This design comes from an exercise in tuning for small area and a short achievable clock period on the open sky130 flow, not from production work.
Only simulation tests tie the RTL to the original design; equivalence was not proved.
No activity file was given, so power comes from the tool's default toggle rates.

==> inputs of v38 <==
==> flow/design.v <==
module sync_fifo #(
	parameter FIFO_DEPTH = 16	        ,
	parameter DATA_WIDTH = 32               ,
	parameter AW         = $clog2(FIFO_DEPTH) 
)
(
	input                   	i_clk            ,  
	input                   	i_rst_n          ,  
	input                   	i_valid_s        ,  
	input  [AW-1:0] 			i_almostfull_lvl ,  
	input  [DATA_WIDTH-1:0] 	i_datain         ,  
	input                   	i_ready_m        ,  
	input  [AW-1:0]				i_almostempty_lvl,  
	output                  	o_ready_s        ,  
	output                  	o_almostfull     ,  
	output                  	o_full           ,  
	output                  	o_valid_m        ,  
	output                  	o_almostempty    ,  
	output                  	o_empty          ,  
	output  [DATA_WIDTH-1:0] 	o_dataout           
);
	localparam RW = FIFO_DEPTH - 1;  
	logic [FIFO_DEPTH:1] ge;
	wire full   = ge[FIFO_DEPTH];
	wire nempty = ge[1];
	wire push   = i_valid_s & ~full;
	wire pop    = i_ready_m & nempty;
	wire inc    = push & ~pop;
	wire dec    = pop & ~push;
	wire [FIFO_DEPTH:1] ge_nx = inc ? {ge[FIFO_DEPTH-1:1], 1'b1} :
	                            dec ? {1'b0, ge[FIFO_DEPTH:2]}   : ge;
	always_ff @(posedge i_clk or negedge i_rst_n) begin
		if (~i_rst_n) ge <= '0;
		else          ge <= ge_nx;
	end
	assign o_full    = full;
	assign o_ready_s = ~full;
	assign o_valid_m = nempty;
	assign o_empty   = ~nempty;
	function automatic logic sel16(input logic [15:0] t, input logic [3:0] lvl);
		logic [3:0] lo, hi, y;
		lo = 4'b0001 << lvl[1:0];
		hi = 4'b0001 << lvl[3:2];
		for (int h = 0; h < 4; h++)
			y[h] = |(lo & t[4*h +: 4]);
		sel16 = |(hi & y);
	endfunction
	wire [15:0] ge0 = {ge[FIFO_DEPTH-1:1], 1'b1};  
	wire [15:0] le  = ~ge[FIFO_DEPTH:1];           
	assign o_almostfull  = sel16(ge0, i_almostfull_lvl);
	assign o_almostempty = sel16(le,  i_almostempty_lvl);
	wire ram_we = push & nempty & (ge[2] | ~pop);
	wire ram_re = pop & ge[2];
	wire h_load = pop | ~nempty;
	logic [3:0] wp;
	always_ff @(posedge i_clk or negedge i_rst_n) begin
		if (~i_rst_n)    wp <= 4'd1;
		else if (ram_we) wp <= {wp[2:0], wp[3] ^ wp[2]};
	end
	logic [RW:1] wdec;
	always_comb begin
		for (int i = 1; i <= RW; i++) wdec[i] = (wp == i);
	end
	logic [RW:1] hsel;
	logic [RW:1] hsel_rot;
	always_comb begin
		hsel_rot = hsel;
		if (ram_re) begin
			for (int j = 1; j <= RW; j++) begin
				hsel_rot[{j[2:0], j[3] ^ j[2]}] = hsel[j];
			end
		end
	end
	always_ff @(posedge i_clk or negedge i_rst_n) begin
		if (~i_rst_n) hsel <= '0;
		else          hsel <= (ge[2] ? hsel_rot : wdec) & {RW{ge_nx[2]}};
	end
	wire hsel_in = ~ge[2];
	logic [DATA_WIDTH-1:0] mem [1:RW];
	logic [DATA_WIDTH-1:0] head;
	always_ff @(posedge i_clk) begin
		for (int i = 1; i <= RW; i++) begin
			if (ram_we && wdec[i]) mem[i] <= i_datain;
		end
	end
	logic [DATA_WIDTH-1:0] head_nx;
	always_comb begin
		head_nx = {DATA_WIDTH{hsel_in}} & i_datain;
		for (int i = 1; i <= RW; i++)
			head_nx = head_nx | ({DATA_WIDTH{hsel[i]}} & mem[i]);
	end
	always_ff @(posedge i_clk) begin
		if (h_load) head <= head_nx;
	end
	assign o_dataout = head;
endmodule
==> flow/flow/run.sh <==
#!/bin/bash
# Standard layout with three changes:
#  - plain buffers on the ports instead of the delay cells buffer_ports
#    picks by default;
#  - the two threshold flags re-mapped by hand in the synthesized netlist
#    (flow/patch_flags.py), registers untouched;
#  - clock tree: leaf clusters of up to 25 registers, no dummy loads.
set -euo pipefail
export BUFFER_PORTS_ARGS="-buffer_cell sky130_fd_sc_hd__buf_1"
export CTS_ARGS="-sink_clustering_enable -repair_clock_nets -sink_clustering_size 25 -sink_clustering_max_diameter 150 -dont_use_dummy_load"
R=orfs/results/sky130hd/sync_fifo/base
bash standard.sh synth > synth.log 2>&1
python3 flow/patch_flags.py $R/1_2_yosys.v > patch.log 2>&1
rm -f $R/1_synth.odb
bash standard.sh > standard.log 2>&1
==> flow/flow/patch_flags.py <==
#!/usr/bin/env python3
"""Re-map the two threshold flags of the synthesized netlist by hand.

o_almostfull  = T[i_almostfull_lvl],  T[0] = 1, T[k] = ge[k]   (n >= k)
o_almostempty = G[i_almostempty_lvl], G[k] = !ge[k+1]           (n <= k)

Yosys/ABC maps these 16:1 selections onto two levels of mux4 cells, whose
select-to-output delay is long. Here each is rebuilt as a decode of each
half of the threshold and two AOI/NAND levels. The cone the synthesis made
for each flag is removed. Registers are not touched.

usage: patch_flags.py NETLIST.v  (rewritten in place)
"""
import re, sys

path = sys.argv[1]
src = open(path).read()
m = re.search(r'^module sync_fifo\(.*?\);\n', src, re.M | re.S)
head_end = m.end()
end = src.rindex('endmodule')
body = src[head_end:end]

# split body into declarations/assigns and cell instances
stmt_re = re.compile(r'  (sky130_fd_sc_hd__\w+)\s+(\S+)\s*\((.*?)\);\n', re.S)
cells = []
decl = []
pos = 0
for mm in stmt_re.finditer(body):
    decl.append(body[pos:mm.start()])
    pins = [(p, n.strip()) for p, n in re.findall(r'\.(\w+)\(([^()]*)\)', mm.group(3))]
    cells.append({'type': mm.group(1), 'name': mm.group(2), 'pins': pins})
    pos = mm.end()
decl.append(body[pos:])
decl = ''.join(decl)
if re.search(r'^\s*assign\b', decl, re.M):
    sys.exit('patch_flags: netlist has assign statements; not patching')

OUTPINS = {'X', 'Y', 'Q', 'Q_N', 'COUT', 'SUM', 'HI', 'LO'}
def outs(c): return [n for p, n in c['pins'] if p in OUTPINS]
def ins(c): return [n for p, n in c['pins'] if p not in OUTPINS]

# flop Q nets of the occupancy thermometer
ge = {}
for c in cells:
    mm = re.match(r'\\ge\[(\d+)\]\$', c['name'])
    if mm:
        q = dict(c['pins'])['Q']
        ge[int(mm.group(1))] = q
assert sorted(ge) == list(range(1, 17)), sorted(ge)

# remove the cones that drive the two flags
ports = {'o_almostfull', 'o_almostempty'}
driver = {}
for c in cells:
    for n in outs(c):
        driver[n] = c
loads = {}
for c in cells:
    for n in ins(c):
        loads.setdefault(n, []).append(c['name'])
portnets = set(re.findall(r'output (?:\[\d+:\d+\] )?(\w+);', src[:head_end] + decl))
dead = set()
work = [driver[p]['name'] for p in ports]
byname = {c['name']: c for c in cells}
while work:
    nm = work.pop()
    if nm in dead:
        continue
    c = byname[nm]
    if 'df' in c['type']:
        continue
    # a cell is dead if each of its outputs feeds only dead cells or a flag port
    ok = True
    for n in outs(c):
        if n in portnets and n not in ports:
            ok = False
        if any(l not in dead for l in loads.get(n, [])):
            ok = False
    if not ok:
        continue
    dead.add(nm)
    for n in ins(c):
        if n in driver:
            work.append(driver[n]['name'])
cells = [c for c in cells if c['name'] not in dead]
print(f'patch_flags: removed {len(dead)} cells', file=sys.stderr)

new = []
wires = []
cnt = [0]
def w(tag):
    cnt[0] += 1
    n = f'flagw_{tag}_{cnt[0]}'
    wires.append(n)
    return n
def cell(t, **pins):
    cnt[0] += 1
    new.append({'type': 'sky130_fd_sc_hd__' + t, 'name': f'flagc_{cnt[0]}',
                'pins': list(pins.items())})

def decode(s1, s0, tag):
    d = [w(tag) for _ in range(4)]
    cell('nor2_1', A=s1, B=s0, Y=d[0])            # !s1 & !s0
    cell('nor2b_1', A=s1, B_N=s0, Y=d[1])         # !s1 &  s0
    cell('nor2b_1', A=s0, B_N=s1, Y=d[2])         #  s1 & !s0
    cell('and2_1', A=s1, B=s0, X=d[3])            #  s1 &  s0
    return d

def sel16(D, s, out, tag):
    """out = D[s]; D[k] is a net name or the constant 1.

    The low half of the threshold selects through two levels of inverting
    2:1 muxes, the high half through a decode and one AOI/NAND level."""
    H = decode(s[3], s[2], tag + 'h')
    Y = []
    for h in range(4):
        m = []
        for a in (0, 2):
            y = w(tag + 'm')
            da, db = D[4*h + a], D[4*h + a + 1]
            if da == 1:
                cell('nor2b_1', A=db, B_N=s[0], Y=y)    # !(s0 ? db : 1)
            else:
                cell('mux2i_1', A0=da, A1=db, S=s[0], Y=y)
            m.append(y)
        yy = w(tag + 'y')
        cell('mux2i_1', A0=m[0], A1=m[1], S=s[1], Y=yy)
        Y.append(yy)
    z0, z1 = w(tag + 'z'), w(tag + 'z')
    cell('a22oi_1', A1=H[0], A2=Y[0], B1=H[1], B2=Y[1], Y=z0)
    cell('a22oi_1', A1=H[2], A2=Y[2], B1=H[3], B2=Y[3], Y=z1)
    cell('nand2_1', A=z0, B=z1, Y=out)

def inv(n, tag):
    y = w(tag)
    cell('inv_1', A=n, Y=y)
    return y

af_s = [f'i_almostfull_lvl[{i}]' for i in range(4)]
ae_s = [f'i_almostempty_lvl[{i}]' for i in range(4)]
sel16([1] + [ge[k] for k in range(1, 16)], af_s, 'o_almostfull', 'af')
sel16([inv(ge[k + 1], 'aen') for k in range(16)], ae_s, 'o_almostempty', 'ae')

def fmt(c):
    pins = ',\n'.join(f'    .{p}({n} )' if n.startswith('\\') else f'    .{p}({n})'
                       for p, n in c['pins'])
    return f'  {c["type"]} {c["name"]} (\n{pins}\n  );\n'

# drop declarations of wires that no longer exist
used = set()
for c in cells + new:
    for p, n in c['pins']:
        used.add(re.sub(r'\[\d+\]$', '', n.lstrip('\\').strip()))
out_decl = []
for line in decl.splitlines(keepends=True):
    mm = re.match(r'\s*wire (?:\[\d+:\d+\] )?(\S+)\s*;', line)
    if mm and mm.group(1).lstrip('\\') not in used and mm.group(1) not in portnets:
        continue
    out_decl.append(line)
decl = ''.join(out_decl)
decl += ''.join(f'  wire {n};\n' for n in wires)
open(path, 'w').write(src[:head_end] + decl + ''.join(fmt(c) for c in cells + new) + src[end:])
print(f'patch_flags: added {len(new)} cells', file=sys.stderr)
==> flow/standard.sh <==
#!/bin/bash
# synth_recipe.tcl (not shown) runs the flow's synth.tcl, then flattens the netlist and writes it again
# the make line also repeats each setting of config.mk as NAME=value (left out here)
make -C /OpenROAD-flow-scripts/flow DESIGN_CONFIG=/design/flow/config.mk WORK_HOME=/design/flow/orfs CLKGATE_MAP_FILE= SYNTH_SCRIPT=/design/flow/synth_recipe.tcl "${@:-finish}"
==> flow/config.mk <==
export PLATFORM = sky130hd
export DESIGN_NAME = sync_fifo
export DESIGN_NICKNAME = sync_fifo
export VERILOG_FILES = /design/flow/design.v
export SDC_FILE = /design/flow/constraint.sdc
export NUM_CORES = 4
export LEC_CHECK = 0
export CAP_MARGIN = 20
export CORE_MARGIN = 2
export CORE_UTILIZATION = 40
export SETUP_SLACK_MARGIN = 1.6
export SLEW_MARGIN = 20
==> flow/constraint.sdc <==
create_clock -name core_clock -period 4.0 [get_ports {i_clk}]
set_input_delay 0.8000 -clock core_clock [delete_from_list [all_inputs] [get_ports {i_clk}]]
set_output_delay 0.8000 -clock core_clock [all_outputs]
set_load 0.01 [all_outputs]
==> inputs of v39, as changes to v38 <==
--- a/flow/design.v
+++ b/flow/design.v
@@ -57,30 +57,36 @@
 		if (~i_rst_n)    wp <= 4'd1;
 		else if (ram_we) wp <= {wp[2:0], wp[3] ^ wp[2]};
 	end
-	logic [RW:1] wdec;
+	logic [RW:1] rp_oh;
+	logic [RW:1] rp_nx;
 	always_comb begin
-		for (int i = 1; i <= RW; i++) wdec[i] = (wp == i);
-	end
-	logic [RW:1] hsel;
-	logic [RW:1] hsel_rot;
-	always_comb begin
-		hsel_rot = hsel;
+		for (int i = 1; i <= RW; i++) begin
+			rp_nx[i] = rp_oh[i];
+		end
 		if (ram_re) begin
 			for (int j = 1; j <= RW; j++) begin
-				hsel_rot[{j[2:0], j[3] ^ j[2]}] = hsel[j];
+				rp_nx[{j[2:0], j[3] ^ j[2]}] = rp_oh[j];
 			end
 		end
 	end
+	logic [RW:1] hsel;
+	logic        hsel_in;
 	always_ff @(posedge i_clk or negedge i_rst_n) begin
-		if (~i_rst_n) hsel <= '0;
-		else          hsel <= (ge[2] ? hsel_rot : wdec) & {RW{ge_nx[2]}};
+		if (~i_rst_n) begin
+			rp_oh   <= {{(RW-1){1'b0}}, 1'b1};
+			hsel    <= '0;
+			hsel_in <= 1'b1;
+		end else begin
+			rp_oh   <= rp_nx;
+			hsel    <= rp_nx & {RW{ge_nx[2]}};
+			hsel_in <= ~ge_nx[2];
+		end
 	end
-	wire hsel_in = ~ge[2];
 	logic [DATA_WIDTH-1:0] mem [1:RW];
 	logic [DATA_WIDTH-1:0] head;
 	always_ff @(posedge i_clk) begin
 		for (int i = 1; i <= RW; i++) begin
-			if (ram_we && wdec[i]) mem[i] <= i_datain;
+			if (ram_we && wp == i) mem[i] <= i_datain;
 		end
 	end
 	logic [DATA_WIDTH-1:0] head_nx;
==> flow/flow/run.sh (replaced) <==
#!/bin/bash
# Standard layout with two changes:
#  - plain buffers on the ports instead of the delay cells buffer_ports
#    picks by default;
#  - the two threshold flags re-mapped by hand in the synthesized netlist
#    (flow/patch_flags.py), registers untouched.
set -euo pipefail
export BUFFER_PORTS_ARGS="-buffer_cell sky130_fd_sc_hd__buf_2"
R=orfs/results/sky130hd/sync_fifo/base
bash standard.sh synth > synth.log 2>&1
python3 flow/patch_flags.py $R/1_2_yosys.v > patch.log 2>&1
rm -f $R/1_synth.odb
bash standard.sh > standard.log 2>&1
--- a/flow/flow/patch_flags.py
+++ b/flow/flow/patch_flags.py
@@ -2,7 +2,7 @@
 """Re-map the two threshold flags of the synthesized netlist by hand.
 
 o_almostfull  = T[i_almostfull_lvl],  T[0] = 1, T[k] = ge[k]   (n >= k)
-o_almostempty = G[i_almostempty_lvl], G[k] = !ge[k+1]           (n <= k)
+o_almostempty = !G[i_almostempty_lvl], G[k] = ge[k+1]           (!(n >= k+1))
 
 Yosys/ABC maps these 16:1 selections onto two levels of mux4 cells, whose
 select-to-output delay is long. Here each is rebuilt as a decode of each
@@ -106,40 +106,36 @@
     cell('and2_1', A=s1, B=s0, X=d[3])            #  s1 &  s0
     return d
 
-def sel16(D, s, out, tag):
-    """out = D[s]; D[k] is a net name or the constant 1.
-
-    The low half of the threshold selects through two levels of inverting
-    2:1 muxes, the high half through a decode and one AOI/NAND level."""
+def sel16(D, s, out, invert, tag):
+    """out = D[s] (or !D[s]); D[k] is a net name or the constant 1."""
+    L = decode(s[1], s[0], tag + 'l')
     H = decode(s[3], s[2], tag + 'h')
     Y = []
     for h in range(4):
-        m = []
-        for a in (0, 2):
-            y = w(tag + 'm')
-            da, db = D[4*h + a], D[4*h + a + 1]
+        half = []
+        for a, b in ((0, 1), (2, 3)):
+            y = w(tag + 'a')
+            da, db = D[4*h + a], D[4*h + b]
             if da == 1:
-                cell('nor2b_1', A=db, B_N=s[0], Y=y)    # !(s0 ? db : 1)
+                cell('a21oi_1', A1=L[b], A2=db, B1=L[a], Y=y)
             else:
-                cell('mux2i_1', A0=da, A1=db, S=s[0], Y=y)
-            m.append(y)
+                cell('a22oi_1', A1=L[a], A2=da, B1=L[b], B2=db, Y=y)
+            half.append(y)
         yy = w(tag + 'y')
-        cell('mux2i_1', A0=m[0], A1=m[1], S=s[1], Y=yy)
+        cell('nand2_1', A=half[0], B=half[1], Y=yy)
         Y.append(yy)
     z0, z1 = w(tag + 'z'), w(tag + 'z')
     cell('a22oi_1', A1=H[0], A2=Y[0], B1=H[1], B2=Y[1], Y=z0)
     cell('a22oi_1', A1=H[2], A2=Y[2], B1=H[3], B2=Y[3], Y=z1)
-    cell('nand2_1', A=z0, B=z1, Y=out)
-
-def inv(n, tag):
-    y = w(tag)
-    cell('inv_1', A=n, Y=y)
-    return y
+    if invert:
+        cell('and2_1', A=z0, B=z1, X=out)
+    else:
+        cell('nand2_1', A=z0, B=z1, Y=out)
 
 af_s = [f'i_almostfull_lvl[{i}]' for i in range(4)]
 ae_s = [f'i_almostempty_lvl[{i}]' for i in range(4)]
-sel16([1] + [ge[k] for k in range(1, 16)], af_s, 'o_almostfull', 'af')
-sel16([inv(ge[k + 1], 'aen') for k in range(16)], ae_s, 'o_almostempty', 'ae')
+sel16([1] + [ge[k] for k in range(1, 16)], af_s, 'o_almostfull', False, 'af')
+sel16([ge[k + 1] for k in range(16)], ae_s, 'o_almostempty', True, 'ae')
 
 def fmt(c):
     pins = ',\n'.join(f'    .{p}({n} )' if n.startswith('\\') else f'    .{p}({n})'
--- a/flow/config.mk
+++ b/flow/config.mk
@@ -8,5 +8,7 @@
 export CAP_MARGIN = 20
 export CORE_MARGIN = 2
 export CORE_UTILIZATION = 40
+export CTS_CLUSTER_DIAMETER = 150
+export CTS_CLUSTER_SIZE = 24
 export SETUP_SLACK_MARGIN = 1.6
 export SLEW_MARGIN = 20
==> parameters.txt <==
Parameter                              Value

Pwr
  Power share of the combinational group    9.4%
  Fraction of power spent switching nets    between 20% and 30%
  Total power density per cell area    around 480 mW/mm^2
  Worst ir drop on vdd    0.334 mV
  Total power    0.0110 W

Critical path
  Flop-to-flop setup slack    1.42 ns
  Max incr delay on CP    about 0.2 ns

Route
  Routed vias    11000
  Number of violations reported at the end of detailed-routing iteration 0    1195
  WL per Instance    approximately 27 um

Final layout
  Clock buffer cells    37
  Non-clk bufs    126
  Cell area after layout    0.0227 mm^2

Logic synthesis
  Per-instance average area after synthesis    18.9 um^2

GRT
  Routing usage on met1    27.1%
  Antenna violations before repair    1

STA
  Final WS setup    between 1 and 1.5 ns

CTS
  Post-CTS setup buffer count    6
  Sinks on Clock Net    563

Outcome
  Run status  no timing/DRC/antenna violations
# the run above: v39

==> parameters.txt <==
Parameter                              Value

STA
  Final WS setup    approximately 1.4 ns

Pwr
  Total power    around 0.012 W
  Total power density per cell area    538 mW/mm^2
  Power share of the combinational group    18.1%
  Fraction of power spent switching nets    between 20% and 30%
  Worst ir drop on vdd    0.364 mV

CTS
  Post-CTS setup buffer count    5
  Sinks on Clock Net    547

Final layout
  Clock buffer cells    25
  Non-clk bufs    about 120

Critical path
  Max incr delay on CP    0.42 ns
  Flop-to-flop setup slack    1.74 ns
  CP Cell Sequence    buf_12 > mux2i_1 > mux2i_1 > a22oi_1 > nand2_1 > buf_2

Route
  Routed vias    11200
  Number of violations reported at the end of detailed-routing iteration 0    1394
  WL per Instance    27.6 um

GRT
  Routing usage on met1    between 20% and 30%
  Antenna violations before repair    2

Placement
  Setup slack after placement    0.886 ns

Logic synthesis
  Per-instance average area after synthesis    18.0 um^2

Outcome
  Run status  no timing/DRC/antenna violations
# the run above: v38

-- static timing again, ports no longer ideal --
In the flow no input, the clock included, has a driving cell. The finished layouts below were timed again as built, in two steps.
Step 1 sets driving cells, clkbuf_16 on the clock port and buf_2 on the other inputs (assumed; they add their load-dependent delay and slew).
Step 2 moves the port delays by t, midway between the first and last clock arrival at a register: inputs arrive t later, outputs are due t later. That takes back most of the time a late clock gives input paths.
Slacks: ideal / step 1 / step 2; pairs: ideal / step 1.
run	shift t [ns]	slack for setup (ns)	hold slack, ns	worst register clock-pin slew, ns	pins driven straight from the clock port
v38	0.625	1.433 / 1.378 / 1.335	0.332 / 0.299 / 0.565	0.11 / 0.11	1
v39	0.621	1.412 / 1.394 / 1.001	0.520 / 0.520 / 0.520	0.10 / 0.10	1
After both steps every run listed still meets setup and hold. For v39, which loses most, drivers alone change the setup slack by -0.018 ns; drivers and shift together by -0.411 ns.
